From an optimization exercise on the open Yosys and OpenROAD flow, aimed at small area; shortcuts taken in it are not production practice. At most, simulation tests tie the RTL to the original design; equivalence was not proved. No activity file was given, so power comes from the tool's default toggle rates.

## the reference run
==> flow/design.v <==
`timescale 1ns / 1ps
module alu #
(
     parameter DATA_WIDTH = 8,
     parameter ADDR_WIDTH = 4
)
(
     input [DATA_WIDTH-1:0]a_in_temp,
     input [DATA_WIDTH-1:0]b_in_temp,
     input ena, enb,
     input [ADDR_WIDTH-1:0]opcode_temp,
     output [DATA_WIDTH-1:0]data_out_temp,
     output carry_out_temp
);
 wire [3:0] op = opcode_temp;
 reg asel, bsel, yinv, cin, ce, lp, lg;
 always @(*) begin
   case (op)
     4'd0:  {asel,bsel,yinv,cin,ce,lp,lg} = 7'b1000110;
     4'd1:  {asel,bsel,yinv,cin,ce,lp,lg} = 7'b1100110;
     4'd2:  {asel,bsel,yinv,cin,ce,lp,lg} = 7'b1101110;
     4'd3:  {asel,bsel,yinv,cin,ce,lp,lg} = 7'b1111110;
     4'd4:  {asel,bsel,yinv,cin,ce,lp,lg} = 7'b1110110;
     4'd5:  {asel,bsel,yinv,cin,ce,lp,lg} = 7'b1001110;
     4'd6:  {asel,bsel,yinv,cin,ce,lp,lg} = 7'b1010110;
     4'd7:  {asel,bsel,yinv,cin,ce,lp,lg} = 7'b0100110;
     4'd8:  {asel,bsel,yinv,cin,ce,lp,lg} = 7'b1100011;
     4'd9:  {asel,bsel,yinv,cin,ce,lp,lg} = 7'b1100010;
     4'd10: {asel,bsel,yinv,cin,ce,lp,lg} = 7'b1100001;
     4'd11: {asel,bsel,yinv,cin,ce,lp,lg} = 7'b1010010;
     default: {asel,bsel,yinv,cin,ce,lp,lg} = 7'b0000000;
   endcase
 end
 wire [DATA_WIDTH-1:0] a = a_in_temp & {DATA_WIDTH{asel & ena}};
 wire [DATA_WIDTH-1:0] y = (b_in_temp & {DATA_WIDTH{bsel & enb}}) ^ {DATA_WIDTH{yinv}};
 wire [DATA_WIDTH-1:0] p = a ^ y;
 wire [DATA_WIDTH-1:0] g = a & y;
 wire [DATA_WIDTH:0] c;
 assign c[0] = cin;
 genvar k;
 generate
   for (k = 0; k < DATA_WIDTH; k = k + 1) begin : chain
     assign c[k+1] = ce & (g[k] | (p[k] & c[k]));
   end
 endgenerate
 assign data_out_temp = ((p & {DATA_WIDTH{lp}}) | (g & {DATA_WIDTH{lg}})) ^ c[DATA_WIDTH-1:0];
 assign carry_out_temp = c[DATA_WIDTH] ^ yinv;
endmodule
`timescale 1ns / 1ps
module memory #
(
 parameter DATA_WIDTH = 8,
 parameter ADDR_WIDTH = 4
)
(
 input clk,
 input CS,wr_en,
 input [DATA_WIDTH-1:0] data_in,
 input [ADDR_WIDTH-1:0] addr_in,
 output reg [DATA_WIDTH-1:0] temp_reg,
 output rd
);
 wire wr = CS & wr_en;
 assign rd = CS & ~wr_en;
 reg [16*DATA_WIDTH-1:0] mem;
 wire [DATA_WIDTH-1:0] m [0:15];
 wire [DATA_WIDTH-1:0] s [0:15];
 wire [3:0] lo = 4'b0001 << addr_in[1:0];
 wire [3:0] hi = 4'b0001 << addr_in[3:2];
 genvar w;
 generate
   for (w = 0; w < 16; w = w + 1) begin : word
     wire sel = lo[w % 4] & hi[w / 4];
     assign m[w] = mem[w*DATA_WIDTH +: DATA_WIDTH];
     assign s[w] = {DATA_WIDTH{sel}};
     always @(posedge clk)
       if (wr & sel)
         mem[w*DATA_WIDTH +: DATA_WIDTH] <= data_in;
   end
 endgenerate
 wire [DATA_WIDTH-1:0] n0 = ~((s[0]  & m[0])  | (s[1]  & m[1])  | (s[2]  & m[2]));
 wire [DATA_WIDTH-1:0] n1 = ~((s[3]  & m[3])  | (s[4]  & m[4])  | (s[5]  & m[5]));
 wire [DATA_WIDTH-1:0] n2 = ~((s[6]  & m[6])  | (s[7]  & m[7])  | (s[8]  & m[8]));
 wire [DATA_WIDTH-1:0] n3 = ~((s[9]  & m[9])  | (s[10] & m[10]) | (s[11] & m[11]));
 wire [DATA_WIDTH-1:0] n4 = ~((s[12] & m[12]) | (s[13] & m[13]) | (s[14] & m[14]));
 wire [DATA_WIDTH-1:0] n5 = ~(s[15] & m[15]);
 wire [DATA_WIDTH-1:0] rdata = ~(n0 & n1 & n2 & n3 & n4 & n5);
 always @(posedge clk)
   if (rd)
     temp_reg <= rdata;
endmodule
`timescale 1ns / 1ps
module top #
(
 parameter DATA_WIDTH = 8,
 parameter ADDR_WIDTH = 4
)
(
 input clk,
 input reset_n,
 input [ADDR_WIDTH-1:0]opcode_in,
 input CS_0,CS_1,
 input wr_en_0,wr_en_1,
 input [ADDR_WIDTH-1:0]addr_in_0,addr_in_1,
 input [DATA_WIDTH-1:0]a_in,
 input [DATA_WIDTH-1:0]b_in,
 output reg carry_out,
 output reg [DATA_WIDTH-1:0]result_out
);
 wire [DATA_WIDTH-1:0]data_out_0,data_out_1;
 wire rd_0, rd_1;
 wire [DATA_WIDTH-1:0]data_out_temp;
 wire carry_out_temp;
 reg [ADDR_WIDTH-1:0]opcode_temp;
 memory ram_0(
     .clk(clk),
     .CS(CS_0),
     .wr_en(wr_en_0),
     .data_in(a_in),
     .addr_in(addr_in_0),
     .temp_reg(data_out_0),
     .rd(rd_0)
);
 memory ram_1(
     .clk(clk),
     .CS(CS_1),
     .wr_en(wr_en_1),
     .data_in(b_in),
     .addr_in(addr_in_1),
     .temp_reg(data_out_1),
     .rd(rd_1)
);
 always@(posedge clk,negedge reset_n)
 begin
    if(!reset_n)
        opcode_temp <= 4'd0;
    else
        opcode_temp <= opcode_in;
 end
 alu alu0(
     .a_in_temp(data_out_0),
     .b_in_temp(data_out_1),
     .ena(rd_0),
     .enb(rd_1),
     .opcode_temp(opcode_temp),
     .data_out_temp(data_out_temp),
     .carry_out_temp(carry_out_temp)
);
always@(posedge clk,negedge reset_n)
 begin
    if(!reset_n)
        {carry_out,result_out} <= 0;
    else
        {carry_out,result_out} <= {carry_out_temp,data_out_temp};
 end
endmodule
export LEC_CHECK = 0
export CAP_MARGIN = 20
export CORE_MARGIN = 2
export CORE_UTILIZATION = 40
export SLEW_MARGIN = 20
create_clock -name core_clock -period 3.8 [get_ports {clk}]
standard.sh (not shown) runs the stock make flow with config.mk's settings and CLKGATE_MAP_FILE= SYNTH_SCRIPT=/design/flow/synth_recipe.tcl, a recipe that flattens the netlist after the stock synthesis.
==> flow/flow/run.sh <==
#!/bin/bash
# Own layout flow: the standard ORFS flow (standard.sh) with
#  - no timing-driven global placement,
#  - synthesis through synth_own.tcl (standard synthesis, own ABC mapping script),
#  - port buffers of buf_2 instead of the resizer's default pick,
#  - clock tree of clkbuf_4 leaf clusters of up to 10 sinks, without dummy loads.
# All tool output goes to standard.log here; ORFS keeps its per-step logs in orfs/logs.
set -euo pipefail
F=$PWD/flow
bash standard.sh \
  SYNTH_SCRIPT=$F/synth_own.tcl \
  CORE_UTILIZATION=60 GPL_TIMING_DRIVEN=0 \
  CAP_MARGIN=0 SLEW_MARGIN=0 \
  "BUFFER_PORTS_ARGS=-buffer_cell sky130_fd_sc_hd__buf_2" \
  "CTS_ARGS=-sink_clustering_enable -repair_clock_nets -dont_use_dummy_load -buf_list sky130_fd_sc_hd__clkbuf_4 -sink_clustering_size 10 -sink_clustering_max_diameter 40" \
  finish > standard.log 2>&1
==> flow/flow/abc_own.script <==
&get -n
&st
&dch -f
&nf -R 2000 -C 32
&put
topo
stime -c
buffer -c
upsize -c
dnsize -c
==> flow/flow/synth_own.tcl <==
set own_abc_script [file join [file dirname [file normalize [info script]]] abc_own.script]
proc synth {args} { yosys synth -nofsm -noshare {*}$args }
proc abc {args} {
  global own_abc_script
  set i [lsearch -exact $args -script]
  if { $i >= 0 } { lset args [expr {$i + 1}] $own_abc_script }
  yosys abc {*}$args
}
source $::env(SCRIPTS_DIR)/synth.tcl
# left out here: clear keep_hierarchy, flatten, clean up, hide names made inside functions, write 1_2_yosys.v
Changes in the trial run relative to the reference run:
--- a/flow/design.v
+++ b/flow/design.v
@@ -79,14 +79,14 @@
    end
  endgenerate
- wire [DATA_WIDTH-1:0] n0 = ~((s[0]  & m[0])  | (s[1]  & m[1])  | (s[2]  & m[2]));
- wire [DATA_WIDTH-1:0] n1 = ~((s[3]  & m[3])  | (s[4]  & m[4])  | (s[5]  & m[5]));
- wire [DATA_WIDTH-1:0] n2 = ~((s[6]  & m[6])  | (s[7]  & m[7])  | (s[8]  & m[8]));
- wire [DATA_WIDTH-1:0] n3 = ~((s[9]  & m[9])  | (s[10] & m[10]) | (s[11] & m[11]));
- wire [DATA_WIDTH-1:0] n4 = ~((s[12] & m[12]) | (s[13] & m[13]) | (s[14] & m[14]));
- wire [DATA_WIDTH-1:0] n5 = ~(s[15] & m[15]);
- wire [DATA_WIDTH-1:0] rdata = ~(n0 & n1 & n2 & n3 & n4 & n5);
+ wire [DATA_WIDTH-1:0] r  = {DATA_WIDTH{rd}};
+ wire [DATA_WIDTH-1:0] h  = {DATA_WIDTH{~rd}};
+ wire [DATA_WIDTH-1:0] n0 = ~((r & s[0]  & m[0])  | (r & s[1]  & m[1])  | (r & s[2]  & m[2]));
+ wire [DATA_WIDTH-1:0] n1 = ~((r & s[3]  & m[3])  | (r & s[4]  & m[4])  | (r & s[5]  & m[5]));
+ wire [DATA_WIDTH-1:0] n2 = ~((r & s[6]  & m[6])  | (r & s[7]  & m[7])  | (r & s[8]  & m[8]));
+ wire [DATA_WIDTH-1:0] n3 = ~((r & s[9]  & m[9])  | (r & s[10] & m[10]) | (r & s[11] & m[11]));
+ wire [DATA_WIDTH-1:0] n4 = ~((r & s[12] & m[12]) | (r & s[13] & m[13]) | (r & s[14] & m[14]));
+ wire [DATA_WIDTH-1:0] n5 = ~((r & s[15] & m[15]) | (h & temp_reg));
  always @(posedge clk)
-   if (rd)
-     temp_reg <= rdata;
+   temp_reg <= ~(n0 & n1 & n2 & n3 & n4 & n5);
 endmodule
 `timescale 1ns / 1ps
==> notes.md <==
- Looking at internal cell power, the trial run sits about 0.37% higher than the reference run does.
- As far as xor/xnor share of the synthesized area is concerned, the trial run and the reference run perform about the same.
- The trial run has less setup slack than the reference run.
- Delta (the trial run minus the reference run): worst setup timing slack at the placement stage went up, number of placement rows did not really move.
For the trial run, only the layout was checked, not whether the RTL still works.

## what the ideal ports hide
Ports are ideal in the flow. The routed layouts listed here were re-timed in OpenROAD.
Step 1 assumes that a clkbuf_16 drives the clock port and a buf_2 every other input.
Step 2 times the ports against the registers' clock, not the clock port: input delays grow and output delays shrink by t, the midpoint of the rising clock arrivals with the driver on.
Slacks: no drivers / after step 1 / after step 2; pairs: no drivers / after step 1.
run | shift t [ns] | slack for setup (ns) | hold WS [ns] | worst setup path after step 2 | worst register clock-pin slew, ns
the reference run | 0.641 | 0.145 / 0.145 / -0.276 | 0.258 / 0.242 / 0.524 | input to register | 0.10 / 0.10
the trial run | 0.667 | 0.135 / 0.135 / -0.301 | 0.228 / 0.217 / 0.468 | input to register | 0.11 / 0.11
With both steps, setup timing fails in the reference run and the trial run, where it was met with ideal ports. For the trial run, which loses most, drivers alone change the setup slack by 0.000 ns; drivers and shift together by -0.436 ns.
